Background: an optimization exercise with open tools, aiming at small area and a short achievable clock period. Do not read the settings as production practice.
Power figures rest on the tool's default switching activity, not on a simulated workload.

==> delta: inputs <==
// fir_filter
module fir_filter (
    data_in, data_out, clk, rst
);
    output [17:0] data_out;
    input  [7:0]  data_in;
    input         clk, rst;
    wire [7:0] d = data_in;
    reg  [7:0]  x1n;
    reg  [7:0]  x2;
    reg  [7:0]  x3n;
    reg  [7:0]  x4;
    reg  [7:0]  x5n;
    reg  [7:0]  x6;
    reg  [7:0]  x7n;
    reg  [17:0] s;
    wire p1, p2;
    fa u_p1 (.a(x2[0]), .b(x4[0]), .c(x6[0]), .s(p1), .co(p2));
    wire p3, p4;
    fa u_p3 (.a(~x7n[0]), .b(p1), .c(d[0]), .s(p3), .co(p4));
    wire p5, p6;
    fa u_p5 (.a(x2[1]), .b(x4[1]), .c(x6[1]), .s(p5), .co(p6));
    wire p7, p8;
    fa u_p7 (.a(~x7n[1]), .b(p2), .c(p5), .s(p7), .co(p8));
    wire p9, p10;
    fa u_p9 (.a(p7), .b(d[1]), .c(p4), .s(p9), .co(p10));
    wire p11, p12;
    fa u_p11 (.a(x2[2]), .b(x4[2]), .c(x6[2]), .s(p11), .co(p12));
    wire p13, p14;
    fa u_p13 (.a(~x7n[2]), .b(p6), .c(p11), .s(p13), .co(p14));
    wire p15, p16;
    fa u_p15 (.a(p8), .b(p13), .c(d[2]), .s(p15), .co(p16));
    wire p17, p18;
    fa u_p17 (.a(x2[3]), .b(x4[3]), .c(x6[3]), .s(p17), .co(p18));
    wire p19, p20;
    fa u_p19 (.a(~x7n[3]), .b(p12), .c(p17), .s(p19), .co(p20));
    wire p21, p22;
    fa u_p21 (.a(p14), .b(p19), .c(d[3]), .s(p21), .co(p22));
    wire p23, p24;
    fa u_p23 (.a(x2[4]), .b(x4[4]), .c(x6[4]), .s(p23), .co(p24));
    wire p25, p26;
    fa u_p25 (.a(~x7n[4]), .b(p18), .c(p23), .s(p25), .co(p26));
    wire p27, p28;
    fa u_p27 (.a(p20), .b(p25), .c(d[4]), .s(p27), .co(p28));
    wire p29, p30;
    fa u_p29 (.a(x2[5]), .b(x4[5]), .c(x6[5]), .s(p29), .co(p30));
    wire p31, p32;
  ...
export LEC_CHECK = 0
export CAP_MARGIN = 20
export CORE_MARGIN = 2
export CORE_UTILIZATION = 65
export SETUP_SLACK_MARGIN = 3.5
export SLEW_MARGIN = 20
export SYNTH_HIERARCHICAL = 1
create_clock -name core_clock -period 11.0 [get_ports {clk}]
standard.sh (not shown) runs the stock make flow with config.mk's settings and CLKGATE_MAP_FILE= SYNTH_SCRIPT=/design/flow/synth_recipe.tcl, a recipe that flattens the netlist after the stock synthesis.
==> flow/flow/run.sh <==
#!/bin/bash
# Layout flow: the standard ORFS flow (standard.sh, unchanged synthesis),
# with two layout settings changed:
#  - ports are buffered with the smallest buffer (repair_timing upsizes the
#    ones on critical paths) instead of the delay cell buffer_ports picks;
#  - clock tree synthesis without dummy loads.
# Each tool's output is in this folder's orfs/logs; the make output is in
# flow.log.
set -euo pipefail
export BUFFER_PORTS_ARGS="-buffer_cell sky130_fd_sc_hd__buf_1"
export CTS_ARGS="-sink_clustering_enable -repair_clock_nets -dont_use_dummy_load -buf_list {sky130_fd_sc_hd__clkbuf_8}"
bash standard.sh finish > flow.log 2>&1
==> harbor: changes against delta <==
--- a/flow/flow/run.sh
+++ b/flow/flow/run.sh
@@ -8,5 +8,5 @@
 # flow.log.
 set -euo pipefail
 export BUFFER_PORTS_ARGS="-buffer_cell sky130_fd_sc_hd__buf_1"
-export CTS_ARGS="-sink_clustering_enable -repair_clock_nets -dont_use_dummy_load -buf_list {sky130_fd_sc_hd__clkbuf_8}"
+export CTS_ARGS="-sink_clustering_enable -repair_clock_nets -dont_use_dummy_load -sink_clustering_size 80 -sink_clustering_max_diameter 400 -buf_list {sky130_fd_sc_hd__clkbuf_16}"
 bash standard.sh finish > flow.log 2>&1
==> impl_summary.txt <==
----------------------------------------------------
[Outcome]
  Result of the run ... complete, no violations

[Routing]
  Routed length on met1 ... just under 4000 microns
  DR vias ... between 2,000 and 3,000

[Final layout]
  Data buffer area share ... under 10%

[Timing]
  Fmax ... 0.1314 GHz

[Worst setup path]
  Required arrival time at the worst endpoint ... 11.19 ns

[Power]
  P_int ... about 0.85 mW

----------------------------------------------------
[end of results for delta]
==> impl_summary.txt <==
----------------------------------------------------
[Outcome]
  Result of the run ... complete, no violations

[Final layout]
  Data buffer area share ... 4.721%

[Power]
  P_int ... 0.9203 mW

[Timing]
  Fmax ... 0.1320 GHz

----------------------------------------------------
[end of results for harbor]
No functional check of the RTL was part of any run of this note.

-- port drivers added, routing unchanged --
The results above use ideal ports. As a check the final layouts listed here were re-extracted and re-timed, cells and wires unchanged. Step 1, drivers: a clkbuf_16 drives clk and a buf_2 each remaining input, both assumed. Step 2 also shifts input and output timing later by t, the mid clock arrival at the registers, as if the neighbouring blocks saw the same clock. Three values: ideal ports, drivers, drivers and shift; two values: the first two.
run | t (ns) | setup WS [ns] | worst setup path after step 2 | latest minus earliest clock arrival (ns) | slew at the worst register clock pin (ns)
delta | 0.369 | 3.390 / 3.377 / 3.007 | input to register | 0.018 / 0.017 | 0.08 / 0.08
harbor | 0.356 | 3.423 / 3.410 / 3.053 | input to register | 0.011 / 0.011 | 0.06 / 0.06
After both steps every run listed still meets setup and hold. The setup slack of delta, which loses most, moves by -0.013 ns with the drivers and by -0.383 ns with both steps.
